From an optimization exercise on the open Yosys and OpenROAD flow, aimed at small area and a short achievable clock period; shortcuts taken in it are not production practice.
No functional check of the RTL was part of any run shown here.
Power figures rest on the tool's default switching activity, not on a simulated workload.

## design/flow/config.mk

```make
export PLATFORM = sky130hd
export DESIGN_NAME = bit_population_counter
export DESIGN_NICKNAME = bit_population_counter
export VERILOG_FILES = /design/flow/design.v
export SDC_FILE = /design/flow/constraint.sdc
export NUM_CORES = 4
export LEC_CHECK = 0
export CAP_MARGIN = 20
export CORE_MARGIN = 2
export CORE_UTILIZATION = 40
export SLEW_MARGIN = 20
export SYNTH_HIERARCHICAL = 1
```

## design/flow/constraint.sdc

```tcl
create_clock -name core_clock -period 11.0 [get_ports {clk_i}]
set_input_delay 2.2000 -clock core_clock [delete_from_list [all_inputs] [get_ports {clk_i}]]
set_output_delay 2.2000 -clock core_clock [all_outputs]
set_load 0.01 [all_outputs]
```

## design/flow/design.v

```verilog
module pc_fa (
  input  logic a,
  input  logic b,
  input  logic ci,
  output logic s,
  output logic co
);
  assign s  = a ^ b ^ ci;
  assign co = ( a & b ) | ( a & ci ) | ( b & ci );
endmodule
module pc_ha (
  input  logic a,
  input  logic b,
  output logic s,
  output logic co
);
  assign s  = a ^ b;
  assign co = a & b;
endmodule
module bit_population_counter #(
  parameter WIDTH                 = 256
) (
  input  logic                    clk_i,
  input  logic                    srst_i,
  input  logic [WIDTH-1:0]        data_i,
  input  logic                    data_val_i,
  output logic [$clog2(WIDTH):0]  data_o,
  output logic                    data_val_o
);
logic [16:0] cs_d, cs_q;
logic s1, c2, s3, c4, s5, c6, s7, c8, s9, c10, s11, c12, s13, c14, s15, c16;
logic s17, c18, s19, c20, s21, c22, s23, c24, s25, c26, s27, c28, s29, c30, s31, c32;
logic s33, c34, s35, c36, s37, c38, s39, c40, s41, c42, s43, c44, s45, c46, s47, c48;
logic s49, c50, s51, c52, s53, c54, s55, c56, s57, c58, s59, c60, s61, c62, s63, c64;
logic s65, c66, s67, c68, s69, c70, s71, c72, s73, c74, s75, c76, s77, c78, s79, c80;
logic s81, c82, s83, c84, s85, c86, s87, c88, s89, c90, s91, c92, s93, c94, s95, c96;
logic s97, c98, s99, c100, s101, c102, s103, c104, s105, c106, s107, c108, s109, c110, s111, c112;
logic s113, c114, s115, c116, s117, c118, s119, c120, s121, c122, s123, c124, s125, c126, s127, c128;
logic s129, c130, s131, c132, s133, c134, s135, c136, s137, c138, s139, c140, s141, c142, s143, c144;
logic s145, c146, s147, c148, s149, c150, s151, c152, s153, c154, s155, c156, s157, c158, s159, c160;
logic s161, c162, s163, c164, s165, c166, s167, c168, s169, c170, s171, c172, s173, c174, s175, c176;
logic s177, c178, s179, c180, s181, c182, s183, c184, s185, c186, s187, c188, s189, c190, s191, c192;
logic s193, c194, s195, c196, s197, c198, s199, c200, s201, c202, s203, c204, s205, c206, s207, c208;
logic s209, c210, s211, c212, s213, c214, s215, c216, s217, c218, s219, c220, s221, c222, s223, c224;
logic s225, c226, s227, c228, s229, c230, s231, c232, s233, c234, s235, c236, s237, c238, s239, c240;
logic s241, c242, s243, c244, s245, c246, s247, c248, s249, c250, s251, c252, s253, c254, s255, c256;
logic s257, c258, s259, c260, s261, c262, s263, c264, s265, c266, s267, c268, s269, c270, s271, c272;
logic s273, c274, s275, c276, s277, c278, s279, c280, s281, c282, s283, c284, s285, c286, s287, c288;
logic s289, c290, s291, c292, s293, c294, s295, c296, s297, c298, s299, c300, s301, c302, s303, c304;
logic s305, c306, s307, c308, s309, c310, s311, c312, s313, c314, s315, c316, s317, c318, s319, c320;
logic s321, c322, s323, c324, s325, c326, s327, c328, s329, c330, s331, c332, s333, c334, s335, c336;
logic s337, c338, s339, c340, s341, c342, s343, c344, s345, c346, s347, c348, s349, c350, s351, c352;
logic s353, c354, s355, c356, s357, c358, s359, c360, s361, c362, s363, c364, s365, c366, s367, c368;
logic s369, c370, s371, c372, s373, c374, s375, c376, s377, c378, s379, c380, s381, c382, s383, c384;
logic s385, c386, s387, c388, s389, c390, s391, c392, s393, c394, s395, c396, s397, c398, s399, c400;
logic s401, c402, s403, c404, s405, c406, s407, c408, s409, c410, s411, c412, s413, c414, s415, c416;
logic s417, c418, s419, c420, s421, c422, s423, c424, s425, c426, s427, c428, s429, c430, s431, c432;
logic s433, c434, s435, c436, s437, c438, s439, c440, s441, c442, s443, c444, s445, c446, s447, c448;
logic s449, c450, s451, c452, s453, c454, s455, c456, s457, c458, s459, c460, s461, c462, s463, c464;
logic s465, c466, s467, c468, s469, c470, s471, c472, s473, c474, s475, c476, s477, c478, s479, c480;
logic s481, c482, s483, c484, s485, c486, s487, c488, s489, c490, s491, c492, s493, c494;
  pc_fa u_s1 (.a(data_i[0]), .b(data_i[1]), .ci(data_i[2]), .s(s1), .co(c2));
  pc_fa u_s3 (.a(data_i[3]), .b(data_i[4]), .ci(data_i[5]), .s(s3), .co(c4));
  pc_fa u_s5 (.a(data_i[6]), .b(data_i[7]), .ci(data_i[8]), .s(s5), .co(c6));
  pc_fa u_s7 (.a(data_i[9]), .b(data_i[10]), .ci(data_i[11]), .s(s7), .co(c8));
  pc_fa u_s9 (.a(data_i[12]), .b(data_i[13]), .ci(data_i[14]), .s(s9), .co(c10));
  pc_fa u_s11 (.a(data_i[15]), .b(data_i[16]), .ci(data_i[17]), .s(s11), .co(c12));
  pc_fa u_s13 (.a(data_i[18]), .b(data_i[19]), .ci(data_i[20]), .s(s13), .co(c14));
  pc_fa u_s15 (.a(data_i[21]), .b(data_i[22]), .ci(data_i[23]), .s(s15), .co(c16));
  pc_fa u_s17 (.a(data_i[24]), .b(data_i[25]), .ci(data_i[26]), .s(s17), .co(c18));
  pc_fa u_s19 (.a(data_i[27]), .b(data_i[28]), .ci(data_i[29]), .s(s19), .co(c20));
  pc_fa u_s21 (.a(data_i[30]), .b(data_i[31]), .ci(data_i[32]), .s(s21), .co(c22));
  pc_fa u_s23 (.a(data_i[33]), .b(data_i[34]), .ci(data_i[35]), .s(s23), .co(c24));
  pc_fa u_s25 (.a(data_i[36]), .b(data_i[37]), .ci(data_i[38]), .s(s25), .co(c26));
  pc_fa u_s27 (.a(data_i[39]), .b(data_i[40]), .ci(data_i[41]), .s(s27), .co(c28));
  pc_fa u_s29 (.a(data_i[42]), .b(data_i[43]), .ci(data_i[44]), .s(s29), .co(c30));
  pc_fa u_s31 (.a(data_i[45]), .b(data_i[46]), .ci(data_i[47]), .s(s31), .co(c32));
  pc_fa u_s33 (.a(data_i[48]), .b(data_i[49]), .ci(data_i[50]), .s(s33), .co(c34));
  pc_fa u_s35 (.a(data_i[51]), .b(data_i[52]), .ci(data_i[53]), .s(s35), .co(c36));
  pc_fa u_s37 (.a(data_i[54]), .b(data_i[55]), .ci(data_i[56]), .s(s37), .co(c38));
  pc_fa u_s39 (.a(data_i[57]), .b(data_i[58]), .ci(data_i[59]), .s(s39), .co(c40));
  pc_fa u_s41 (.a(data_i[60]), .b(data_i[61]), .ci(data_i[62]), .s(s41), .co(c42));
  pc_fa u_s43 (.a(data_i[63]), .b(data_i[64]), .ci(data_i[65]), .s(s43), .co(c44));
  pc_fa u_s45 (.a(data_i[66]), .b(data_i[67]), .ci(data_i[68]), .s(s45), .co(c46));
  pc_fa u_s47 (.a(data_i[69]), .b(data_i[70]), .ci(data_i[71]), .s(s47), .co(c48));
  pc_fa u_s49 (.a(data_i[72]), .b(data_i[73]), .ci(data_i[74]), .s(s49), .co(c50));
  pc_fa u_s51 (.a(data_i[75]), .b(data_i[76]), .ci(data_i[77]), .s(s51), .co(c52));
  pc_fa u_s53 (.a(data_i[78]), .b(data_i[79]), .ci(data_i[80]), .s(s53), .co(c54));
  pc_fa u_s55 (.a(data_i[81]), .b(data_i[82]), .ci(data_i[83]), .s(s55), .co(c56));
  pc_fa u_s57 (.a(data_i[84]), .b(data_i[85]), .ci(data_i[86]), .s(s57), .co(c58));
  pc_fa u_s59 (.a(data_i[87]), .b(data_i[88]), .ci(data_i[89]), .s(s59), .co(c60));
  pc_fa u_s61 (.a(data_i[90]), .b(data_i[91]), .ci(data_i[92]), .s(s61), .co(c62));
  pc_fa u_s63 (.a(data_i[93]), .b(data_i[94]), .ci(data_i[95]), .s(s63), .co(c64));
  pc_fa u_s65 (.a(data_i[96]), .b(data_i[97]), .ci(data_i[98]), .s(s65), .co(c66));
  pc_fa u_s67 (.a(data_i[99]), .b(data_i[100]), .ci(data_i[101]), .s(s67), .co(c68));
  pc_fa u_s69 (.a(data_i[102]), .b(data_i[103]), .ci(data_i[104]), .s(s69), .co(c70));
  pc_fa u_s71 (.a(data_i[105]), .b(data_i[106]), .ci(data_i[107]), .s(s71), .co(c72));
  pc_fa u_s73 (.a(data_i[108]), .b(data_i[109]), .ci(data_i[110]), .s(s73), .co(c74));
  pc_fa u_s75 (.a(data_i[111]), .b(data_i[112]), .ci(data_i[113]), .s(s75), .co(c76));
  pc_fa u_s77 (.a(data_i[114]), .b(data_i[115]), .ci(data_i[116]), .s(s77), .co(c78));
  pc_fa u_s79 (.a(data_i[117]), .b(data_i[118]), .ci(data_i[119]), .s(s79), .co(c80));
  pc_fa u_s81 (.a(data_i[120]), .b(data_i[121]), .ci(data_i[122]), .s(s81), .co(c82));
  pc_fa u_s83 (.a(data_i[123]), .b(data_i[124]), .ci(data_i[125]), .s(s83), .co(c84));
  pc_fa u_s85 (.a(data_i[126]), .b(data_i[127]), .ci(data_i[128]), .s(s85), .co(c86));
  pc_fa u_s87 (.a(data_i[129]), .b(data_i[130]), .ci(data_i[131]), .s(s87), .co(c88));
  pc_fa u_s89 (.a(data_i[132]), .b(data_i[133]), .ci(data_i[134]), .s(s89), .co(c90));
  pc_fa u_s91 (.a(data_i[135]), .b(data_i[136]), .ci(data_i[137]), .s(s91), .co(c92));
  pc_fa u_s93 (.a(data_i[138]), .b(data_i[139]), .ci(data_i[140]), .s(s93), .co(c94));
  pc_fa u_s95 (.a(data_i[141]), .b(data_i[142]), .ci(data_i[143]), .s(s95), .co(c96));
  pc_fa u_s97 (.a(data_i[144]), .b(data_i[145]), .ci(data_i[146]), .s(s97), .co(c98));
  pc_fa u_s99 (.a(data_i[147]), .b(data_i[148]), .ci(data_i[149]), .s(s99), .co(c100));
  pc_fa u_s101 (.a(data_i[150]), .b(data_i[151]), .ci(data_i[152]), .s(s101), .co(c102));
  pc_fa u_s103 (.a(data_i[153]), .b(data_i[154]), .ci(data_i[155]), .s(s103), .co(c104));
  pc_fa u_s105 (.a(data_i[156]), .b(data_i[157]), .ci(data_i[158]), .s(s105), .co(c106));
  pc_fa u_s107 (.a(data_i[159]), .b(data_i[160]), .ci(data_i[161]), .s(s107), .co(c108));
  pc_fa u_s109 (.a(data_i[162]), .b(data_i[163]), .ci(data_i[164]), .s(s109), .co(c110));
  pc_fa u_s111 (.a(data_i[165]), .b(data_i[166]), .ci(data_i[167]), .s(s111), .co(c112));
  pc_fa u_s113 (.a(data_i[168]), .b(data_i[169]), .ci(data_i[170]), .s(s113), .co(c114));
  pc_fa u_s115 (.a(data_i[171]), .b(data_i[172]), .ci(data_i[173]), .s(s115), .co(c116));
  pc_fa u_s117 (.a(data_i[174]), .b(data_i[175]), .ci(data_i[176]), .s(s117), .co(c118));
  pc_fa u_s119 (.a(data_i[177]), .b(data_i[178]), .ci(data_i[179]), .s(s119), .co(c120));
  pc_fa u_s121 (.a(data_i[180]), .b(data_i[181]), .ci(data_i[182]), .s(s121), .co(c122));
  pc_fa u_s123 (.a(data_i[183]), .b(data_i[184]), .ci(data_i[185]), .s(s123), .co(c124));
  pc_fa u_s125 (.a(data_i[186]), .b(data_i[187]), .ci(data_i[188]), .s(s125), .co(c126));
  pc_fa u_s127 (.a(data_i[189]), .b(data_i[190]), .ci(data_i[191]), .s(s127), .co(c128));
  pc_fa u_s129 (.a(data_i[192]), .b(data_i[193]), .ci(data_i[194]), .s(s129), .co(c130));
  pc_fa u_s131 (.a(data_i[195]), .b(data_i[196]), .ci(data_i[197]), .s(s131), .co(c132));
  pc_fa u_s133 (.a(data_i[198]), .b(data_i[199]), .ci(data_i[200]), .s(s133), .co(c134));
  pc_fa u_s135 (.a(data_i[201]), .b(data_i[202]), .ci(data_i[203]), .s(s135), .co(c136));
  pc_fa u_s137 (.a(data_i[204]), .b(data_i[205]), .ci(data_i[206]), .s(s137), .co(c138));
  pc_fa u_s139 (.a(data_i[207]), .b(data_i[208]), .ci(data_i[209]), .s(s139), .co(c140));
  pc_fa u_s141 (.a(data_i[210]), .b(data_i[211]), .ci(data_i[212]), .s(s141), .co(c142));
  pc_fa u_s143 (.a(data_i[213]), .b(data_i[214]), .ci(data_i[215]), .s(s143), .co(c144));
  pc_fa u_s145 (.a(data_i[216]), .b(data_i[217]), .ci(data_i[218]), .s(s145), .co(c146));
  pc_fa u_s147 (.a(data_i[219]), .b(data_i[220]), .ci(data_i[221]), .s(s147), .co(c148));
  pc_fa u_s149 (.a(data_i[222]), .b(data_i[223]), .ci(data_i[224]), .s(s149), .co(c150));
  pc_fa u_s151 (.a(data_i[225]), .b(data_i[226]), .ci(data_i[227]), .s(s151), .co(c152));
  pc_fa u_s153 (.a(data_i[228]), .b(data_i[229]), .ci(data_i[230]), .s(s153), .co(c154));
  pc_fa u_s155 (.a(data_i[231]), .b(data_i[232]), .ci(data_i[233]), .s(s155), .co(c156));
  pc_fa u_s157 (.a(data_i[234]), .b(data_i[235]), .ci(data_i[236]), .s(s157), .co(c158));
  pc_fa u_s159 (.a(data_i[237]), .b(data_i[238]), .ci(data_i[239]), .s(s159), .co(c160));
  pc_fa u_s161 (.a(data_i[240]), .b(data_i[241]), .ci(data_i[242]), .s(s161), .co(c162));
  pc_fa u_s163 (.a(data_i[243]), .b(data_i[244]), .ci(data_i[245]), .s(s163), .co(c164));
  pc_fa u_s165 (.a(data_i[246]), .b(data_i[247]), .ci(data_i[248]), .s(s165), .co(c166));
  pc_fa u_s167 (.a(data_i[249]), .b(data_i[250]), .ci(data_i[251]), .s(s167), .co(c168));
  pc_fa u_s169 (.a(data_i[252]), .b(data_i[253]), .ci(data_i[254]), .s(s169), .co(c170));
  pc_fa u_s171 (.a(data_i[255]), .b(s1), .ci(s3), .s(s171), .co(c172));
  pc_fa u_s173 (.a(s5), .b(s7), .ci(s9), .s(s173), .co(c174));
  pc_fa u_s175 (.a(s11), .b(s13), .ci(s15), .s(s175), .co(c176));
  pc_fa u_s177 (.a(s17), .b(s19), .ci(s21), .s(s177), .co(c178));
  pc_fa u_s179 (.a(s23), .b(s25), .ci(s27), .s(s179), .co(c180));
  pc_fa u_s181 (.a(s29), .b(s31), .ci(s33), .s(s181), .co(c182));
  pc_fa u_s183 (.a(s35), .b(s37), .ci(s39), .s(s183), .co(c184));
  pc_fa u_s185 (.a(s41), .b(s43), .ci(s45), .s(s185), .co(c186));
  pc_fa u_s187 (.a(s47), .b(s49), .ci(s51), .s(s187), .co(c188));
  pc_fa u_s189 (.a(s53), .b(s55), .ci(s57), .s(s189), .co(c190));
  pc_fa u_s191 (.a(s59), .b(s61), .ci(s63), .s(s191), .co(c192));
  pc_fa u_s193 (.a(s65), .b(s67), .ci(s69), .s(s193), .co(c194));
  pc_fa u_s195 (.a(s71), .b(s73), .ci(s75), .s(s195), .co(c196));
  pc_fa u_s197 (.a(s77), .b(s79), .ci(s81), .s(s197), .co(c198));
  pc_fa u_s199 (.a(s83), .b(s85), .ci(s87), .s(s199), .co(c200));
  pc_fa u_s201 (.a(s89), .b(s91), .ci(s93), .s(s201), .co(c202));
  pc_fa u_s203 (.a(s95), .b(s97), .ci(s99), .s(s203), .co(c204));
  pc_fa u_s205 (.a(s101), .b(s103), .ci(s105), .s(s205), .co(c206));
  pc_fa u_s207 (.a(s107), .b(s109), .ci(s111), .s(s207), .co(c208));
  pc_fa u_s209 (.a(s113), .b(s115), .ci(s117), .s(s209), .co(c210));
  pc_fa u_s211 (.a(s119), .b(s121), .ci(s123), .s(s211), .co(c212));
  pc_fa u_s213 (.a(s125), .b(s127), .ci(s129), .s(s213), .co(c214));
  pc_fa u_s215 (.a(s131), .b(s133), .ci(s135), .s(s215), .co(c216));
  pc_fa u_s217 (.a(s137), .b(s139), .ci(s141), .s(s217), .co(c218));
  pc_fa u_s219 (.a(s143), .b(s145), .ci(s147), .s(s219), .co(c220));
  pc_fa u_s221 (.a(s149), .b(s151), .ci(s153), .s(s221), .co(c222));
  pc_fa u_s223 (.a(s155), .b(s157), .ci(s159), .s(s223), .co(c224));
  pc_fa u_s225 (.a(s161), .b(s163), .ci(s165), .s(s225), .co(c226));
  pc_fa u_s227 (.a(s167), .b(s169), .ci(s171), .s(s227), .co(c228));
  pc_fa u_s229 (.a(s173), .b(s175), .ci(s177), .s(s229), .co(c230));
  pc_fa u_s231 (.a(s179), .b(s181), .ci(s183), .s(s231), .co(c232));
  pc_fa u_s233 (.a(s185), .b(s187), .ci(s189), .s(s233), .co(c234));
  pc_fa u_s235 (.a(s191), .b(s193), .ci(s195), .s(s235), .co(c236));
  pc_fa u_s237 (.a(s197), .b(s199), .ci(s201), .s(s237), .co(c238));
  pc_fa u_s239 (.a(s203), .b(s205), .ci(s207), .s(s239), .co(c240));
  pc_fa u_s241 (.a(s209), .b(s211), .ci(s213), .s(s241), .co(c242));
  pc_fa u_s243 (.a(s215), .b(s217), .ci(s219), .s(s243), .co(c244));
  pc_fa u_s245 (.a(s221), .b(s223), .ci(s225), .s(s245), .co(c246));
  pc_fa u_s247 (.a(s227), .b(s229), .ci(s231), .s(s247), .co(c248));
  pc_fa u_s249 (.a(s233), .b(s235), .ci(s237), .s(s249), .co(c250));
  pc_fa u_s251 (.a(s239), .b(s241), .ci(s243), .s(s251), .co(c252));
  pc_fa u_s253 (.a(s245), .b(s247), .ci(s249), .s(s253), .co(c254));
  pc_fa u_s255 (.a(c2), .b(c4), .ci(c6), .s(s255), .co(c256));
  pc_fa u_s257 (.a(c8), .b(c10), .ci(c12), .s(s257), .co(c258));
  pc_fa u_s259 (.a(c14), .b(c16), .ci(c18), .s(s259), .co(c260));
  pc_fa u_s261 (.a(c20), .b(c22), .ci(c24), .s(s261), .co(c262));
  pc_fa u_s263 (.a(c26), .b(c28), .ci(c30), .s(s263), .co(c264));
  pc_fa u_s265 (.a(c32), .b(c34), .ci(c36), .s(s265), .co(c266));
  pc_fa u_s267 (.a(c38), .b(c40), .ci(c42), .s(s267), .co(c268));
  pc_fa u_s269 (.a(c44), .b(c46), .ci(c48), .s(s269), .co(c270));
  pc_fa u_s271 (.a(c50), .b(c52), .ci(c54), .s(s271), .co(c272));
  pc_fa u_s273 (.a(c56), .b(c58), .ci(c60), .s(s273), .co(c274));
  pc_fa u_s275 (.a(c62), .b(c64), .ci(c66), .s(s275), .co(c276));
  pc_fa u_s277 (.a(c68), .b(c70), .ci(c72), .s(s277), .co(c278));
  pc_fa u_s279 (.a(c74), .b(c76), .ci(c78), .s(s279), .co(c280));
  pc_fa u_s281 (.a(c80), .b(c82), .ci(c84), .s(s281), .co(c282));
  pc_fa u_s283 (.a(c86), .b(c88), .ci(c90), .s(s283), .co(c284));
  pc_fa u_s285 (.a(c92), .b(c94), .ci(c96), .s(s285), .co(c286));
  pc_fa u_s287 (.a(c98), .b(c100), .ci(c102), .s(s287), .co(c288));
  pc_fa u_s289 (.a(c104), .b(c106), .ci(c108), .s(s289), .co(c290));
  pc_fa u_s291 (.a(c110), .b(c112), .ci(c114), .s(s291), .co(c292));
  pc_fa u_s293 (.a(c116), .b(c118), .ci(c120), .s(s293), .co(c294));
  pc_fa u_s295 (.a(c122), .b(c124), .ci(c126), .s(s295), .co(c296));
  pc_fa u_s297 (.a(c128), .b(c130), .ci(c132), .s(s297), .co(c298));
  pc_fa u_s299 (.a(c134), .b(c136), .ci(c138), .s(s299), .co(c300));
  pc_fa u_s301 (.a(c140), .b(c142), .ci(c144), .s(s301), .co(c302));
  pc_fa u_s303 (.a(c146), .b(c148), .ci(c150), .s(s303), .co(c304));
  pc_fa u_s305 (.a(c152), .b(c154), .ci(c156), .s(s305), .co(c306));
  pc_fa u_s307 (.a(c158), .b(c160), .ci(c162), .s(s307), .co(c308));
  pc_fa u_s309 (.a(c164), .b(c166), .ci(c168), .s(s309), .co(c310));
  pc_fa u_s311 (.a(c170), .b(c172), .ci(c174), .s(s311), .co(c312));
  pc_fa u_s313 (.a(c176), .b(c178), .ci(c180), .s(s313), .co(c314));
  pc_fa u_s315 (.a(c182), .b(c184), .ci(c186), .s(s315), .co(c316));
  pc_fa u_s317 (.a(c188), .b(c190), .ci(c192), .s(s317), .co(c318));
  pc_fa u_s319 (.a(c194), .b(c196), .ci(c198), .s(s319), .co(c320));
  pc_fa u_s321 (.a(c200), .b(c202), .ci(c204), .s(s321), .co(c322));
  pc_fa u_s323 (.a(c206), .b(c208), .ci(c210), .s(s323), .co(c324));
  pc_fa u_s325 (.a(c212), .b(c214), .ci(c216), .s(s325), .co(c326));
  pc_fa u_s327 (.a(c218), .b(c220), .ci(c222), .s(s327), .co(c328));
  pc_fa u_s329 (.a(c224), .b(c226), .ci(s255), .s(s329), .co(c330));
  pc_fa u_s331 (.a(s257), .b(s259), .ci(s261), .s(s331), .co(c332));
  pc_fa u_s333 (.a(s263), .b(s265), .ci(s267), .s(s333), .co(c334));
  pc_fa u_s335 (.a(s269), .b(s271), .ci(s273), .s(s335), .co(c336));
  pc_fa u_s337 (.a(s275), .b(s277), .ci(s279), .s(s337), .co(c338));
  pc_fa u_s339 (.a(s281), .b(s283), .ci(s285), .s(s339), .co(c340));
  pc_fa u_s341 (.a(s287), .b(s289), .ci(s291), .s(s341), .co(c342));
  pc_fa u_s343 (.a(s293), .b(s295), .ci(s297), .s(s343), .co(c344));
  pc_fa u_s345 (.a(s299), .b(s301), .ci(s303), .s(s345), .co(c346));
  pc_fa u_s347 (.a(s305), .b(s307), .ci(s309), .s(s347), .co(c348));
  pc_fa u_s349 (.a(c228), .b(s311), .ci(c230), .s(s349), .co(c350));
  pc_fa u_s351 (.a(c232), .b(c234), .ci(c236), .s(s351), .co(c352));
  pc_fa u_s353 (.a(c238), .b(c240), .ci(c242), .s(s353), .co(c354));
  pc_fa u_s355 (.a(c244), .b(c246), .ci(s313), .s(s355), .co(c356));
  pc_fa u_s357 (.a(s315), .b(s317), .ci(s319), .s(s357), .co(c358));
  pc_fa u_s359 (.a(s321), .b(s323), .ci(s325), .s(s359), .co(c360));
  pc_fa u_s361 (.a(s327), .b(s329), .ci(s331), .s(s361), .co(c362));
  pc_fa u_s363 (.a(s333), .b(s335), .ci(s337), .s(s363), .co(c364));
  pc_fa u_s365 (.a(s339), .b(s341), .ci(s343), .s(s365), .co(c366));
  pc_fa u_s367 (.a(s345), .b(s347), .ci(s349), .s(s367), .co(c368));
  pc_fa u_s369 (.a(c248), .b(s351), .ci(s353), .s(s369), .co(c370));
  pc_fa u_s371 (.a(s355), .b(s357), .ci(s359), .s(s371), .co(c372));
  pc_fa u_s373 (.a(s361), .b(s363), .ci(s365), .s(s373), .co(c374));
  pc_fa u_s375 (.a(c250), .b(c252), .ci(s367), .s(s375), .co(c376));
  pc_fa u_s377 (.a(c254), .b(s369), .ci(s371), .s(s377), .co(c378));
  pc_fa u_s379 (.a(s373), .b(s375), .ci(s377), .s(s379), .co(c380));
  pc_fa u_s381 (.a(c256), .b(c258), .ci(c260), .s(s381), .co(c382));
  pc_fa u_s383 (.a(c262), .b(c264), .ci(c266), .s(s383), .co(c384));
  pc_fa u_s385 (.a(c268), .b(c270), .ci(c272), .s(s385), .co(c386));
  pc_fa u_s387 (.a(c274), .b(c276), .ci(c278), .s(s387), .co(c388));
  pc_fa u_s389 (.a(c280), .b(c282), .ci(c284), .s(s389), .co(c390));
  pc_fa u_s391 (.a(c286), .b(c288), .ci(c290), .s(s391), .co(c392));
  pc_fa u_s393 (.a(c292), .b(c294), .ci(c296), .s(s393), .co(c394));
  pc_fa u_s395 (.a(c298), .b(c300), .ci(c302), .s(s395), .co(c396));
  pc_fa u_s397 (.a(c304), .b(c306), .ci(c308), .s(s397), .co(c398));
  pc_fa u_s399 (.a(c310), .b(c312), .ci(c314), .s(s399), .co(c400));
  pc_fa u_s401 (.a(c316), .b(c318), .ci(c320), .s(s401), .co(c402));
  pc_fa u_s403 (.a(c322), .b(c324), .ci(c326), .s(s403), .co(c404));
  pc_fa u_s405 (.a(c328), .b(c330), .ci(c332), .s(s405), .co(c406));
  pc_fa u_s407 (.a(c334), .b(c336), .ci(c338), .s(s407), .co(c408));
  pc_fa u_s409 (.a(c340), .b(c342), .ci(c344), .s(s409), .co(c410));
  pc_fa u_s411 (.a(c346), .b(c348), .ci(s381), .s(s411), .co(c412));
  pc_fa u_s413 (.a(s383), .b(s385), .ci(s387), .s(s413), .co(c414));
  pc_fa u_s415 (.a(s389), .b(s391), .ci(s393), .s(s415), .co(c416));
  pc_fa u_s417 (.a(s395), .b(s397), .ci(c350), .s(s417), .co(c418));
  pc_fa u_s419 (.a(s399), .b(c352), .ci(c354), .s(s419), .co(c420));
  pc_fa u_s421 (.a(c356), .b(c358), .ci(c360), .s(s421), .co(c422));
  pc_fa u_s423 (.a(c362), .b(c364), .ci(c366), .s(s423), .co(c424));
  pc_fa u_s425 (.a(s401), .b(s403), .ci(s405), .s(s425), .co(c426));
  pc_fa u_s427 (.a(s407), .b(s409), .ci(s411), .s(s427), .co(c428));
  pc_fa u_s429 (.a(s413), .b(s415), .ci(c368), .s(s429), .co(c430));
  pc_fa u_s431 (.a(s417), .b(c370), .ci(s419), .s(s431), .co(c432));
  pc_fa u_s433 (.a(c372), .b(c374), .ci(s421), .s(s433), .co(c434));
  pc_fa u_s435 (.a(s423), .b(s425), .ci(s427), .s(s435), .co(c436));
  pc_fa u_s437 (.a(c376), .b(s429), .ci(s431), .s(s437), .co(c438));
  pc_fa u_s439 (.a(c378), .b(s433), .ci(s435), .s(s439), .co(c440));
  pc_fa u_s441 (.a(c382), .b(c384), .ci(c386), .s(s441), .co(c442));
  pc_fa u_s443 (.a(c388), .b(c390), .ci(c392), .s(s443), .co(c444));
  pc_fa u_s445 (.a(c394), .b(c396), .ci(c398), .s(s445), .co(c446));
  pc_fa u_s447 (.a(c400), .b(c402), .ci(c404), .s(s447), .co(c448));
  pc_fa u_s449 (.a(c406), .b(c408), .ci(c410), .s(s449), .co(c450));
  pc_fa u_s451 (.a(c412), .b(c414), .ci(c416), .s(s451), .co(c452));
  pc_fa u_s453 (.a(s441), .b(s443), .ci(s445), .s(s453), .co(c454));
  pc_fa u_s455 (.a(c418), .b(c420), .ci(s447), .s(s455), .co(c456));
  pc_fa u_s457 (.a(s449), .b(s451), .ci(s453), .s(s457), .co(c458));
  pc_fa u_s459 (.a(c422), .b(c424), .ci(c426), .s(s459), .co(c460));
  pc_fa u_s461 (.a(c428), .b(c430), .ci(c432), .s(s461), .co(c462));
  pc_fa u_s463 (.a(s455), .b(s457), .ci(c434), .s(s463), .co(c464));
  pc_fa u_s465 (.a(c436), .b(s459), .ci(c438), .s(s465), .co(c466));
  pc_fa u_s467 (.a(c442), .b(c444), .ci(c446), .s(s467), .co(c468));
  pc_fa u_s469 (.a(c448), .b(c450), .ci(c452), .s(s469), .co(c470));
  pc_fa u_s471 (.a(c454), .b(s467), .ci(c456), .s(s471), .co(c472));
  pc_fa u_s473 (.a(s469), .b(c458), .ci(c460), .s(s473), .co(c474));
  pc_fa u_s475 (.a(c462), .b(s471), .ci(c464), .s(s475), .co(c476));
  pc_fa u_s477 (.a(c468), .b(c470), .ci(c472), .s(s477), .co(c478));
assign cs_d[0] = s251;  
assign cs_d[1] = s253;  
assign cs_d[2] = s379;  
assign cs_d[3] = s437;  
assign cs_d[4] = c380;  
assign cs_d[5] = s439;  
assign cs_d[6] = s461;  
assign cs_d[7] = c440;  
assign cs_d[8] = s463;  
assign cs_d[9] = s465;  
assign cs_d[10] = s473;  
assign cs_d[11] = c466;  
assign cs_d[12] = s475;  
assign cs_d[13] = c474;  
assign cs_d[14] = s477;  
assign cs_d[15] = c476;  
assign cs_d[16] = c478;  
always_ff @( posedge clk_i )
  cs_q <= cs_d;
always_ff @( posedge clk_i )
  begin
    if( srst_i )
      data_val_o <= 1'b0;
    else
      data_val_o <= data_val_i;
  end
  pc_fa u_s479 (.a(cs_q[3]), .b(cs_q[4]), .ci(cs_q[5]), .s(s479), .co(c480));
  pc_fa u_s481 (.a(cs_q[6]), .b(cs_q[7]), .ci(cs_q[8]), .s(s481), .co(c482));
  pc_fa u_s483 (.a(cs_q[9]), .b(c480), .ci(s481), .s(s483), .co(c484));
  pc_fa u_s485 (.a(cs_q[10]), .b(cs_q[11]), .ci(cs_q[12]), .s(s485), .co(c486));
  pc_fa u_s487 (.a(c482), .b(s485), .ci(c484), .s(s487), .co(c488));
  pc_fa u_s489 (.a(cs_q[13]), .b(cs_q[14]), .ci(cs_q[15]), .s(s489), .co(c490));
  pc_fa u_s491 (.a(c486), .b(s489), .ci(c488), .s(s491), .co(c492));
  pc_fa u_s493 (.a(cs_q[16]), .b(c490), .ci(c492), .s(s493), .co(c494));
assign data_o = {1'b0, c494, s493, s491, s487, s483, s479, cs_q[2], cs_q[0]} + {1'b0, 1'b0, 1'b0, 1'b0, 1'b0, 1'b0, 1'b0, 1'b0, cs_q[1]};
endmodule
```

## design/flow/flow/run.sh

```bash
#!/bin/bash
# The standard layout, with plain buf_1 cells as the port buffers and a small clock tree.
set -euo pipefail
export BUFFER_PORTS_ARGS="-buffer_cell sky130_fd_sc_hd__buf_1"
bash standard.sh > standard.log 2>&1
```

## design/flow/standard.sh

```bash
#!/bin/bash
# synth_recipe.tcl (not shown) runs the flow's synth.tcl, then flattens the netlist and writes it again
# the make line also repeats each setting of config.mk as NAME=value (left out here)
make -C /OpenROAD-flow-scripts/flow DESIGN_CONFIG=/design/flow/config.mk WORK_HOME=/design/flow/orfs CLKGATE_MAP_FILE= SYNTH_SCRIPT=/design/flow/synth_recipe.tcl "${@:-finish}"
```

==> results.json, run 1 <==
{
  "status": "timing/DRC/antenna clean",
  "seq_area_um2": 360,
  "cts_resized": 0,
  "grt_usage_pct": 19.0,
  "p_per_area_mw_per_mm2": 389,
  "setup_ws_ps": 4980,
  "hold_class": "primary input to register",
  "final_antenna_net_count": 0,
  "drive_above_1_share_pct": 0.542,
  "place_ws_ps": 4690,
  "synth_seq_cells": 18,
  "final_nets": 1064,
  "multi_input_area_mm2": 0.00508,
  "die_x_um": 121,
  "antenna_cells": 0,
  "critical_path_class": "primary input to register",
  "min_period_ps": 6020,
  "post_drt_wl_per_cell_um": 17.3,
  "syn_nets": 791,
  "whs_ps": 2110,
  "synth_cells": 283,
  "num_vias": 3287,
  "cts_hold_buffers": 0,
  "yosys.cell_types.count": 12,
  "startpoint_type": "primary input",
  "dr.pass1.iters": 2,
  "gp_congestion": 0.839,
  "max_cap_violations": 0,
  "seq_area_frac_synth_pct": 6.63,
  "worst_pin_slew_ps": 183,
  "die-area_mm2": 0.0145,
  "cts_buffers": 3,
  "drtIter0Drc": 64,
  "crit_path_end_kind": "register",
  "viasPerCell": 4.50,
  "syn_to_final_growth_pct": 23.9,
  "crit_path_max_fanout": 1,
  "grt_pass1_vias": 4309,
  "avgSynthCellArea_um2": 19.2,
  "yosysWarnings": 7,
  "slew_headroom_pct": 87.8,
  "cts_root_buf": "clkbuf_16",
  "drc_errors": 0,
  "p_leak_nw": 2.36,
  "cts_sinks": 18,
  "layout_commonest_cell": "buf_1",
  "totalWireLength_mm": 12.6,
  "finalSetupViolations": 0,
  "post_cts_buffers": 0,
  "hpwl_mm": 12.9,
  "grt_max_degree": 10,
  "core.rowCount": 42,
  "path_clk_slew_ps": 50,
  "grt_overflow_total": 0,
  "rsz0062_at_grt": "no",
  "die_y_um": 121,
  "start_util_pct": 41.1,
  "io_buffer_count": 268,
  "core_area_mm2": 0.0132,
  "grt_first_pass_wirelength_mm": 20.9,
  "critPathRequiredTime_ps": 11130,
  "hold_violations": 0,
  "nFillCells": 1200,
  "max_freq_ghz": 0.166,
  "syn_area_mm2": 0.00544,
  "clock_path_buffers": 2,
  "final_cell_mix": "buf_1, fa_1, dfxtp_1, xnor2_1",
  "ios": 269,
  "ir_drop_v": 0.000285,
  "min_period_over_period_pct": 54.7,
  "crit_arrival_ps": 6140,
  "cts_tree": "done",
  "fin_setup_tns_ps": 0,
  "maxSlewViolCount": 0,
  "antenna_found_initial": 0,
  "cts_max_level": 1
}
-- power breakdown --
| part | total (W) | leakage, nW | internal [W] | switching [W] |
|---|---|---|---|---|
| combinational | 0.00235 | 2.17 | 0.00112 | 0.00123 |
| clock | 0.0000710 | 0.0370 | 0.0000478 | 0.0000232 |
| sequential | 0.000196 | 0.152 | 0.000176 | 0.0000208 |
| total | 0.00262 | 2.36 | 0.00135 | 0.00128 |
-- cell usage after synthesis --
cell type	instances	area share, %
and3_1	1	0.12
and4_1	1	0.16
dfxtp_1	18	6.6
fa_1	247	91
ha_1	2	0.46
nand2_1	2	0.14
nand3_1	3	0.28
nand4_1	1	0.12
nor2_1	1	0.069
nor2b_1	1	0.12
xnor2_1	5	0.81
xor2_1	1	0.16
-- worst max-delay path, stage by stage --
cell   delay (ps)
buf_1          90
fa_1          510
fa_1          480
fa_1          480
fa_1          480
fa_1          530
fa_1          520
fa_1          420
fa_1          420
-- layer usage --
metal  GRT usage, %  wire length, µm
met1           24.4             4670
met4           1.31               34
met3           1.98              644
met2           36.3             7300
met5              0                0
-- Yosys stat by module, one instance, submodules excluded --
module | area, µm² | cells inside | flip-flops and latches
bit_population_counter | 492 | 36 | 18
pc_fa | 20.0 | 1 | 0
-- metrics by stage --
step | util, % | std cells | instance area, µm² | power, W
floorplan | - | 283 | 5440 | 0.00181
global placement | 50.3 | 727 | 6660 | 0.00259
detailed placement | 50.3 | 727 | 6660 | 0.00263
CTS | 50.9 | 730 | 6740 | 0.00270
global route | 50.9 | 730 | 6740 | 0.00307
finish | 50.9 | 730 | 6740 | 0.00262
-- registers in the layout (all words and copies together) (netlist names) --
name,count
cs_q,17
data_val_o,1
-- final cells by class --
type                       instances  share of cell area, %
multi-input combinational        265                   75.3
clock buffer                       3                   1.11
timing repair buffer             268                   14.9
tap                              176                   3.27
sequential                        18                   5.35
-- final timing paths --
kind	from	cells past startpoint	slack (ps)	to
hold / removal	srst_i	2	2110	data_val_o
setup / recovery	data_i[204]	9	4980	cs_q[12]
-- cells by family (layout without fill, tap and decap cells) --
kind of cell,after synthesis,count (layout),share of synthesized area [%]
AND/OR/NAND/NOR,10,10,0.990
XOR/XNOR,6,6,0.967
adder cells (fa/ha/maj),249,249,91.4
buffers and inverters,0,271,0
flip-flops,18,18,6.63
==> run 2: changes to the inputs <==
--- a/design/flow/design.v
+++ b/design/flow/design.v
@@ -27,7 +27,7 @@
   output logic [$clog2(WIDTH):0]  data_o,
   output logic                    data_val_o
 );
-logic [16:0] cs_d, cs_q;
+logic [18:0] cs_d, cs_q;
 logic s1, c2, s3, c4, s5, c6, s7, c8, s9, c10, s11, c12, s13, c14, s15, c16;
 logic s17, c18, s19, c20, s21, c22, s23, c24, s25, c26, s27, c28, s29, c30, s31, c32;
 logic s33, c34, s35, c36, s37, c38, s39, c40, s41, c42, s43, c44, s45, c46, s47, c48;
@@ -291,30 +291,30 @@
   pc_fa u_s459 (.a(c422), .b(c424), .ci(c426), .s(s459), .co(c460));
   pc_fa u_s461 (.a(c428), .b(c430), .ci(c432), .s(s461), .co(c462));
   pc_fa u_s463 (.a(s455), .b(s457), .ci(c434), .s(s463), .co(c464));
-  pc_fa u_s465 (.a(c436), .b(s459), .ci(c438), .s(s465), .co(c466));
-  pc_fa u_s467 (.a(c442), .b(c444), .ci(c446), .s(s467), .co(c468));
-  pc_fa u_s469 (.a(c448), .b(c450), .ci(c452), .s(s469), .co(c470));
-  pc_fa u_s471 (.a(c454), .b(s467), .ci(c456), .s(s471), .co(c472));
-  pc_fa u_s473 (.a(s469), .b(c458), .ci(c460), .s(s473), .co(c474));
-  pc_fa u_s475 (.a(c462), .b(s471), .ci(c464), .s(s475), .co(c476));
-  pc_fa u_s477 (.a(c468), .b(c470), .ci(c472), .s(s477), .co(c478));
+  pc_fa u_s465 (.a(c442), .b(c444), .ci(c446), .s(s465), .co(c466));
+  pc_fa u_s467 (.a(c448), .b(c450), .ci(c452), .s(s467), .co(c468));
+  pc_fa u_s469 (.a(c454), .b(s465), .ci(c456), .s(s469), .co(c470));
+  pc_fa u_s471 (.a(s467), .b(c458), .ci(c460), .s(s471), .co(c472));
+  pc_fa u_s473 (.a(c466), .b(c468), .ci(c470), .s(s473), .co(c474));
 assign cs_d[0] = s251;  
 assign cs_d[1] = s253;  
 assign cs_d[2] = s379;  
 assign cs_d[3] = s437;  
 assign cs_d[4] = c380;  
 assign cs_d[5] = s439;  
-assign cs_d[6] = s461;  
-assign cs_d[7] = c440;  
-assign cs_d[8] = s463;  
-assign cs_d[9] = s465;  
-assign cs_d[10] = s473;  
-assign cs_d[11] = c466;  
-assign cs_d[12] = s475;  
-assign cs_d[13] = c474;  
-assign cs_d[14] = s477;  
-assign cs_d[15] = c476;  
-assign cs_d[16] = c478;  
+assign cs_d[6] = c436;  
+assign cs_d[7] = s459;  
+assign cs_d[8] = c438;  
+assign cs_d[9] = s461;  
+assign cs_d[10] = c440;  
+assign cs_d[11] = s463;  
+assign cs_d[12] = c462;  
+assign cs_d[13] = s469;  
+assign cs_d[14] = c464;  
+assign cs_d[15] = s471;  
+assign cs_d[16] = c472;  
+assign cs_d[17] = s473;  
+assign cs_d[18] = c474;  
 always_ff @( posedge clk_i )
   cs_q <= cs_d;
 always_ff @( posedge clk_i )
@@ -324,13 +324,16 @@
     else
       data_val_o <= data_val_i;
   end
-  pc_fa u_s479 (.a(cs_q[3]), .b(cs_q[4]), .ci(cs_q[5]), .s(s479), .co(c480));
-  pc_fa u_s481 (.a(cs_q[6]), .b(cs_q[7]), .ci(cs_q[8]), .s(s481), .co(c482));
-  pc_fa u_s483 (.a(cs_q[9]), .b(c480), .ci(s481), .s(s483), .co(c484));
-  pc_fa u_s485 (.a(cs_q[10]), .b(cs_q[11]), .ci(cs_q[12]), .s(s485), .co(c486));
-  pc_fa u_s487 (.a(c482), .b(s485), .ci(c484), .s(s487), .co(c488));
-  pc_fa u_s489 (.a(cs_q[13]), .b(cs_q[14]), .ci(cs_q[15]), .s(s489), .co(c490));
-  pc_fa u_s491 (.a(c486), .b(s489), .ci(c488), .s(s491), .co(c492));
-  pc_fa u_s493 (.a(cs_q[16]), .b(c490), .ci(c492), .s(s493), .co(c494));
-assign data_o = {1'b0, c494, s493, s491, s487, s483, s479, cs_q[2], cs_q[0]} + {1'b0, 1'b0, 1'b0, 1'b0, 1'b0, 1'b0, 1'b0, 1'b0, cs_q[1]};
+  pc_fa u_s475 (.a(cs_q[6]), .b(cs_q[7]), .ci(cs_q[8]), .s(s475), .co(c476));
+  pc_ha u_s477 (.a(cs_q[12]), .b(cs_q[13]), .s(s477), .co(c478));
+  pc_ha u_s479 (.a(cs_q[9]), .b(cs_q[10]), .s(s479), .co(c480));
+  pc_fa u_s481 (.a(cs_q[14]), .b(cs_q[15]), .ci(s477), .s(s481), .co(c482));
+  pc_ha u_s483 (.a(cs_q[16]), .b(cs_q[17]), .s(s483), .co(c484));
+  pc_ha u_s485 (.a(cs_q[3]), .b(cs_q[4]), .s(s485), .co(c486));
+  pc_fa u_s487 (.a(cs_q[11]), .b(s479), .ci(s475), .s(s487), .co(c488));
+  pc_fa u_s489 (.a(c480), .b(c476), .ci(s481), .s(s489), .co(c490));
+  pc_fa u_s491 (.a(c478), .b(s483), .ci(c482), .s(s491), .co(c492));
+  pc_ha u_s493 (.a(cs_q[18]), .b(c484), .s(s493), .co(c494));
+assign data_o = {1'b0, c494, c492, c490, c488, c486, s485, cs_q[2], cs_q[0]}
+              + {1'b0, 1'b0, s493, s491, s489, s487, cs_q[5], 1'b0, cs_q[1]};
 endmodule
==> design/flow/flow/run.sh (replaced) <==
#!/bin/bash
# The standard layout, with plain buf_1 cells as the port buffers and a small clock tree.
set -euo pipefail
export BUFFER_PORTS_ARGS="-buffer_cell sky130_fd_sc_hd__buf_1"
export CTS_ARGS="-sink_clustering_enable -repair_clock_nets -dont_use_dummy_load -buf_list sky130_fd_sc_hd__clkbuf_8"
bash standard.sh > standard.log 2>&1
--- a/design/flow/config.mk
+++ b/design/flow/config.mk
@@ -8,5 +8,6 @@
 export CAP_MARGIN = 20
 export CORE_MARGIN = 2
 export CORE_UTILIZATION = 40
+export CTS_BUF_LIST = sky130_fd_sc_hd__clkbuf_8
 export SLEW_MARGIN = 20
 export SYNTH_HIERARCHICAL = 1
==> results.json, run 2 <==
{
  "status": "timing/DRC/antenna clean",
  "yosys.area_share.simple_pct": 0.586,
  "gp_congestion": 0.830,
  "synth_xor_xnor_area_share_pct": 0.789,
  "cts_sinks": 20,
  "num_vias": 3405,
  "grt_overflow_total": 0,
  "critPathRequiredTime_ps": 11140,
  "final_cell_mix": "buf_1, fa_1, dfxtp_1, ha_1, xnor2_1",
  "grt_first_pass_wirelength_mm": 20.9,
  "post_cts_buffers": 0,
  "cts_root_buf": "clkbuf_8",
  "finalSetupViolations": 0,
  "drc_errors": 0,
  "avgSynthCellArea_um2": 18.6,
  "synth_top_area_cell": "fa_1",
  "switching_power_w": 0.00134,
  "cts_hold_buffers": 0,
  "die_y_um": 122,
  "busiest_layer": "met2",
  "cts_buffers": 3,
  "cts_tree": "done",
  "intPower_w": 0.00135,
  "antenna_cells": 0,
  "grt_usage_pct": 19.1,
  "clock_path_buffers": 2,
  "p_leak_nw": 2.43,
  "pwr-share-comb_pct": 90.8,
  "fin_util_pct": 49.7,
  "seqPwrFrac_pct": 7.4,
  "rsz0062_at_grt": "no",
  "final_cells": 749,
  "largest_registers": "cs_q: 19 flops, data_val_o: 1 flops",
  "io_buffer_count": 268,
  "totalWireLength_mm": 13.3,
  "numPlacedInstances": 746,
  "drtIter0Drc": 95,
  "slowest_delay_ps": 510,
  "final_nets": 1084,
  "min_to": "data_val_o",
  "power_w": 0.00269,
  "nFillCells": 1203,
  "multi_input_area_mm2": 0.00514,
  "synth_seq_cells": 20,
  "max_cap_violations": 0,
  "met3_usage_pct": 2.15,
  "cp_common_cell": "fa_1",
  "ir_drop_v": 0.000256,
  "whs_ps": 2100,
  "crit_path_max_fanout": 1,
  "min_path_cells": 2,
  "synth_flop_cell": "dfxtp_1",
  "min_period_over_period_pct": 52.8,
  "top_register": "cs_q",
  "dr.pass1.iters": 4,
  "fin_setup_tns_ps": 0,
  "post_drt_wl_per_cell_um": 17.7,
  "crit_path_end_kind": "register",
  "die_x_um": 122,
  "yosysWarnings": 7,
  "synth_fa_ha_area_share_pct": 90.0,
  "swShare_pct": 49.9,
  "yosysMostFrequentCell": "fa_1",
  "synth_edf_count": 0,
  "met1_usage_pct": 24.1,
  "path_clk_slew_ps": 80,
  "synthArstFlopShare_pct": 0,
  "hold_violations": 0,
  "largest_register_ffs": 19,
  "hold_class": "primary input to register",
  "use_met2_pct": 36.2,
  "seq_area_frac_synth_pct": 7.22,
  "synth_cells": 298,
  "cp_slowest_cell": "fa_1",
  "maxSlewViolCount": 0,
  "clkPwrFrac_pct": 1.8,
  "min_from": "srst_i",
  "synthTopCellsByArea": "fa_1, dfxtp_1, ha_1, xnor2_1, a21oi_1",
  "worstPathCellList": "buf_1, fa_1, fa_1, fa_1, fa_1, fa_1, fa_1, fa_1, fa_1",
  "start_util_pct": 40.4,
  "die-area_mm2": 0.0148,
  "antenna_found_initial": 0,
  "yosys.cell_types.count": 18,
  "cts_resized": 0,
  "p_per_area_mw_per_mm2": 395,
  "drive_above_1_share_pct": 0.879,
  "syn_nets": 811,
  "syn_area_mm2": 0.00555,
  "viasPerCell": 4.55,
  "critical_path_class": "primary input to register",
  "grt_pass1_vias": 4386,
  "synth_top_family_by_area": "adder cells",
  "synthTopCellsByCount": "fa_1, dfxtp_1, ha_1",
  "synth_compound_area_share_pct": 1.20,
  "worst_pin_slew_ps": 236,
  "max_freq_ghz": 0.172,
  "core.rowCount": 43,
  "synth_mux_area_share_pct": 0,
  "grt_max_degree": 12,
  "synth_top_area_share_pct": 87.3,
  "cts_max_level": 1,
  "syn_to_final_growth_pct": 22.9,
  "ios": 269,
  "final_antenna_net_count": 0,
  "min_period_ps": 5810,
  "startpoint_type": "primary input",
  "hpwl_mm": 13.5,
  "slew_headroom_pct": 84.1,
  "seq_area_um2": 400,
  "layout_commonest_cell": "buf_1",
  "core_area_mm2": 0.0137,
  "crit_arrival_ps": 5960
}
run 2: changes by cell type after synthesis, sizes merged, moves of 2 or more:
cell / before / now
dfxtp: 18 / 20
nand3: 3 / 1
nor2: 1 / 3
fa: 247 / 242
ha: 2 / 12
inv: 0 / 3
a21oi: 0 / 4
run 2: metrics by stage:
step | setup WS [ps] | instance area, µm²
after global placement | 4950 | 6780
after CTS | 5160 | 6820
final | 5190 | 6820
after global routing | 5080 | 6820
after detailed placement | 4870 | 6780
after floorplan | 5140 | 5550
run 2: cells by family (layout without fill, tap and decap cells):
logic type      Yosys count  in the layout
compound gates            9              9
fa+ha+maj               254            254
flops                    20             20
xor+xnor                  5              5
buf+inv                   3            274
simple gates              7              7
run 2: worst max path at each step:
stage                           from  endpoint  cells after the start  slack (ps)
after global placement    data_i[33]  cs_q[17]                      9        4950
after global routing      data_i[33]  cs_q[17]                      9        5080
after detailed placement  data_i[46]  cs_q[17]                      9        4870
after CTS                 data_i[46]  cs_q[17]                      9        5160
after floorplan           data_i[33]  cs_q[17]                      8        5140
final                     data_i[46]  cs_q[17]                      9        5190
run 2: layout make-up:
| type | instances | area share, % |
|---|---|---|
| clock buffer | 3 | 0.605 |
| sequential | 20 | 5.87 |
| multi-input combinational | 275 | 75.3 |
| inverter | 3 | 0.165 |
| timing repair buffer | 268 | 14.7 |
| tap | 180 | 3.30 |
run 2: worst max-delay path, delay by kind of cell:
family | cells | cell delay (ps)
fa+ha+maj | 8 | 3620
buf+inv | 1 | 150
run 2: power by group through the flow:
stage	Sequential, W	Clock, W	Combinational, W
CTS	0.000200	0.0000498	0.00250
detailed placement	0.000201	0	0.00250
global placement	0.000201	0	0.00245
global route	0.000202	0.0000525	0.00282
finish	0.000199	0.0000486	0.00245
floorplan	0.000194	0	0.00170
run 2: modules after synthesis (local to each module, per instance):
module	area [µm²]	flip-flops and latches	times used	cells inside
bit_population_counter	642	20	1	51
pc_ha	12.5	0	5	1
pc_fa	20.0	0	242	1
run 2: routing by layer:
layer | up-vias | share of wire, % | wire length, µm
met5 | - | 0 | 0
li1 | 1465 | - | -
met1 | 1816 | 36 | 4790
met4 | 0 | 1.6 | 214
met2 | 114 | 58 | 7670
met3 | 10 | 4.3 | 569
==> run 3: changes to the inputs <==
--- a/design/flow/design.v
+++ b/design/flow/design.v
@@ -27,7 +27,7 @@
   output logic [$clog2(WIDTH):0]  data_o,
   output logic                    data_val_o
 );
-logic [18:0] cs_d, cs_q;
+logic [19:0] cs_d, cs_q;
 logic s1, c2, s3, c4, s5, c6, s7, c8, s9, c10, s11, c12, s13, c14, s15, c16;
 logic s17, c18, s19, c20, s21, c22, s23, c24, s25, c26, s27, c28, s29, c30, s31, c32;
 logic s33, c34, s35, c36, s37, c38, s39, c40, s41, c42, s43, c44, s45, c46, s47, c48;
@@ -295,7 +295,6 @@
   pc_fa u_s467 (.a(c448), .b(c450), .ci(c452), .s(s467), .co(c468));
   pc_fa u_s469 (.a(c454), .b(s465), .ci(c456), .s(s469), .co(c470));
   pc_fa u_s471 (.a(s467), .b(c458), .ci(c460), .s(s471), .co(c472));
-  pc_fa u_s473 (.a(c466), .b(c468), .ci(c470), .s(s473), .co(c474));
 assign cs_d[0] = s251;  
 assign cs_d[1] = s253;  
 assign cs_d[2] = s379;  
@@ -312,9 +311,10 @@
 assign cs_d[13] = s469;  
 assign cs_d[14] = c464;  
 assign cs_d[15] = s471;  
-assign cs_d[16] = c472;  
-assign cs_d[17] = s473;  
-assign cs_d[18] = c474;  
+assign cs_d[16] = c466;  
+assign cs_d[17] = c468;  
+assign cs_d[18] = c470;  
+assign cs_d[19] = c472;  
 always_ff @( posedge clk_i )
   cs_q <= cs_d;
 always_ff @( posedge clk_i )
@@ -324,16 +324,17 @@
     else
       data_val_o <= data_val_i;
   end
-  pc_fa u_s475 (.a(cs_q[6]), .b(cs_q[7]), .ci(cs_q[8]), .s(s475), .co(c476));
-  pc_ha u_s477 (.a(cs_q[12]), .b(cs_q[13]), .s(s477), .co(c478));
+  pc_fa u_s473 (.a(cs_q[6]), .b(cs_q[7]), .ci(cs_q[8]), .s(s473), .co(c474));
+  pc_ha u_s475 (.a(cs_q[12]), .b(cs_q[13]), .s(s475), .co(c476));
+  pc_ha u_s477 (.a(cs_q[16]), .b(cs_q[17]), .s(s477), .co(c478));
   pc_ha u_s479 (.a(cs_q[9]), .b(cs_q[10]), .s(s479), .co(c480));
-  pc_fa u_s481 (.a(cs_q[14]), .b(cs_q[15]), .ci(s477), .s(s481), .co(c482));
-  pc_ha u_s483 (.a(cs_q[16]), .b(cs_q[17]), .s(s483), .co(c484));
+  pc_fa u_s481 (.a(cs_q[14]), .b(cs_q[15]), .ci(s475), .s(s481), .co(c482));
+  pc_fa u_s483 (.a(cs_q[18]), .b(cs_q[19]), .ci(c476), .s(s483), .co(c484));
   pc_ha u_s485 (.a(cs_q[3]), .b(cs_q[4]), .s(s485), .co(c486));
-  pc_fa u_s487 (.a(cs_q[11]), .b(s479), .ci(s475), .s(s487), .co(c488));
-  pc_fa u_s489 (.a(c480), .b(c476), .ci(s481), .s(s489), .co(c490));
-  pc_fa u_s491 (.a(c478), .b(s483), .ci(c482), .s(s491), .co(c492));
-  pc_ha u_s493 (.a(cs_q[18]), .b(c484), .s(s493), .co(c494));
+  pc_fa u_s487 (.a(cs_q[11]), .b(s479), .ci(s473), .s(s487), .co(c488));
+  pc_fa u_s489 (.a(c480), .b(c474), .ci(s481), .s(s489), .co(c490));
+  pc_fa u_s491 (.a(s477), .b(c482), .ci(s483), .s(s491), .co(c492));
+  pc_ha u_s493 (.a(c478), .b(c484), .s(s493), .co(c494));
 assign data_o = {1'b0, c494, c492, c490, c488, c486, s485, cs_q[2], cs_q[0]}
               + {1'b0, 1'b0, s493, s491, s489, s487, cs_q[5], 1'b0, cs_q[1]};
 endmodule
==> design/flow/flow/run.sh (replaced) <==
#!/bin/bash
# The standard layout (standard.sh), with plain buf_1 cells as the port buffers and a
# small clock tree. The make output goes to standard.log; each ORFS step logs to orfs/logs/.
set -euo pipefail
export BUFFER_PORTS_ARGS="-buffer_cell sky130_fd_sc_hd__buf_1"
export CTS_ARGS="-sink_clustering_enable -repair_clock_nets -dont_use_dummy_load -buf_list sky130_fd_sc_hd__clkbuf_8"
bash standard.sh > standard.log 2>&1
==> results.json, run 3 <==
{
  "antenna_found_initial": 0,
  "crit_arrival_ps": 5850,
  "syn_area_mm2": 0.00557,
  "numPlacedInstances": 747,
  "num_vias": 3367,
  "p_per_area_mw_per_mm2": 405,
  "grt_pass1_vias": 4255,
  "syn_nets": 812,
  "synthTopCellsByCount": "fa_1, dfxtp_1, ha_1",
  "synth_seq_cells": 21,
  "largest_register_ffs": 20,
  "worst_pin_slew_ps": 230,
  "crit_path_end_kind": "register",
  "max_cap_violations": 0,
  "rsz0062_at_grt": "no",
  "cts_root_buf": "clkbuf_8",
  "grt_overflow_total": 0,
  "cts_max_level": 1,
  "whs_ps": 2090,
  "hpwl_mm": 13.2,
  "yosys.cell_types.count": 18,
  "maxSlewViolCount": 0,
  "min_from": "srst_i",
  "min_period_ps": 5710,
  "cp_slowest_cell": "fa_1",
  "core_area_mm2": 0.0137,
  "max_freq_ghz": 0.175,
  "synthTopCellsByArea": "fa_1, dfxtp_1, ha_1, xnor2_1, a21oi_1",
  "grt_max_degree": 12,
  "critPathRequiredTime_ps": 11130,
  "start_util_pct": 40.6,
  "seq_area_frac_synth_pct": 7.55,
  "post_drt_wl_per_cell_um": 17.1,
  "cts_tree": "done",
  "final_antenna_net_count": 0,
  "synth_top_area_cell": "fa_1",
  "min_period_over_period_pct": 51.9,
  "slew_headroom_pct": 84.5,
  "synth_top_area_share_pct": 87.0,
  "drc_errors": 0,
  "cts_hold_buffers": 0,
  "path_clk_slew_ps": 60,
  "min_to": "data_val_o",
  "finalSetupViolations": 0,
  "drtIter0Drc": 73,
  "p_leak_nw": 2.43,
  "ir_drop_v": 0.000361,
  "layout_commonest_cell": "buf_1",
  "syn_to_final_growth_pct": 22.8,
  "synth_edf_count": 0,
  "fin_setup_tns_ps": 0,
  "die_y_um": 122,
  "use_met2_pct": 35.4,
  "die_x_um": 122,
  "critical_path_class": "primary input to register",
  "grt_usage_pct": 18.3,
  "clock_path_buffers": 2,
  "io_buffer_count": 268,
  "grt_first_pass_wirelength_mm": 20.3,
  "core.rowCount": 43,
  "synth_flop_cell": "dfxtp_1",
  "synthArstFlopShare_pct": 0,
  "yosysWarnings": 7,
  "totalWireLength_mm": 12.9,
  "busiest_layer": "met2",
  "cp_common_cell": "fa_1",
  "top_register": "cs_q",
  "gp_congestion": 0.880,
  "slowest_delay_ps": 570,
  "yosysMostFrequentCell": "fa_1",
  "drive_above_1_share_pct": 0.877,
  "hold_class": "primary input to register",
  "cts_resized": 0,
  "met1_usage_pct": 23.2,
  "final_cell_mix": "buf_1, fa_1, dfxtp_1, ha_1, xnor2_1",
  "hold_violations": 0,
  "status": "timing/DRC/antenna clean",
  "worstPathCellList": "buf_1, fa_1, fa_1, fa_1, fa_1, fa_1, fa_1, fa_1",
  "avgSynthCellArea_um2": 18.6,
  "final_nets": 1085,
  "dr.pass1.iters": 4,
  "final_cells": 750,
  "nFillCells": 1243,
  "die-area_mm2": 0.0149,
  "cts_buffers": 3,
  "largest_registers": "cs_q: 20 flops, data_val_o: 1 flops",
  "crit_path_max_fanout": 1,
  "antenna_cells": 0,
  "power_w": 0.00277,
  "min_path_cells": 2,
  "met3_usage_pct": 1.36,
  "viasPerCell": 4.49,
  "ios": 269,
  "post_cts_buffers": 0,
  "stdcell_area_mm2": 0.00684,
  "synth_cells": 299,
  "startpoint_type": "primary input",
  "cts_sinks": 21,
  "dpl-instance-area_mm2": 0.00680
}
==> run 3: cells by family (layout without fill, tap and decap cells) <==
logic type               after synthesis  count (layout)  synth area share [%]
adder cells (fa/ha/maj)              254             254                  89.7
flip-flops                            21              21                  7.55
AO/OA/AOI/OAI                          9               9                  1.19
AND/OR/NAND/NOR                        7               7                 0.584
XOR/XNOR                               5               5                 0.786
buffers and inverters                  3             274                 0.202
==> run 3: where the power goes <==
group	leakage (nW)	switching (W)	total (W)	internal [W]
registers	0.177	0.0000171	0.000201	0.000184
logic	2.24	0.00134	0.00252	0.00118
clock network	0.0216	0.0000230	0.0000474	0.0000244
==> run 3: final cells by class <==
class | count | area [µm²] | share of cell area [%]
inverter | 3 | 11.3 | 0.165
sequential | 21 | 420 | 6.14
timing repair buffer | 268 | 1010 | 14.7
clock buffer | 3 | 41.3 | 0.604
multi-input combinational | 275 | 5140 | 75.1
tap | 180 | 225 | 3.29
==> run 3: worst max-delay path, delay by kind of cell <==
family                   cells  cell delay (ps)
buffers and inverters        1               90
adder cells (fa/ha/maj)      7             3550
==> run 3: modules after synthesis (local to each module, per instance) <==
module                  flops+latches  cells inside  copies in the design
pc_ha                               0             1                     5
bit_population_counter             21            52                     1
pc_fa                               0             1                   242
==> run 3: through the flow <==
stage / setup slack [ps] / util [%]
after detailed placement: 4990 / 49.6
after global routing: 5170 / 49.9
final: 5290 / 49.9
after floorplan: 5280 / -
after CTS: 5270 / 49.9
after global placement: 5020 / 49.6
==> run 3: layer usage <==
layer | wire length [µm] | part of all wire, %
met5 | 0 | 0
met4 | 91 | 0.71
met3 | 703 | 5.5
met2 | 7320 | 57
met1 | 4740 | 37
==> run 3: how the worst max path moves through the flow <==
stage	slack (ps)	end	cells past startpoint	from
5_1_grt	5170	cs_q[5]	8	data_i[195]
3_5_place_dp	4990	cs_q[2]	8	data_i[60]
3_3_place_gp	5020	cs_q[2]	8	data_i[60]
4_1_cts	5270	cs_q[5]	8	data_i[195]
2_1_floorplan	5280	cs_q[5]	7	data_i[195]
6_report	5290	cs_q[5]	8	data_i[195]

## what the ideal ports hide
Ports are ideal in the flow. The routed layouts listed here were re-timed in OpenROAD. Step 1 (the two cells are an assumption about what drives the block):
set clk [get_ports {clk_i}]
set_driving_cell -lib_cell sky130_fd_sc_hd__clkbuf_16 $clk
set_driving_cell -lib_cell sky130_fd_sc_hd__buf_2 [delete_from_list [all_inputs] $clk]
Step 2 times the ports against the registers' clock, not the clock port: input delays grow and output delays shrink by t, the midpoint of the rising clock arrivals with the driver on. Three values: no drivers, after step 1, after step 2; two values: the first two.
run | t, ns | setup slack, ns | worst setup path after step 2 | latest minus earliest clock arrival (ns) | worst register clock-pin slew, ns
run 1 | 0.275 | 4.985 / 4.993 / 4.719 | input to register | 0.003 / 0.003 | 0.05 / 0.05
run 2 | 0.283 | 5.187 / 5.191 / 4.907 | input to register | 0.011 / 0.011 | 0.08 / 0.08
run 3 | 0.282 | 5.287 / 5.287 / 5.005 | input to register | 0.006 / 0.006 | 0.07 / 0.07
After both steps setup and hold are still met in every run listed. For run 3, which loses most, drivers alone change the setup slack by 0.000 ns; drivers and shift together by -0.282 ns.
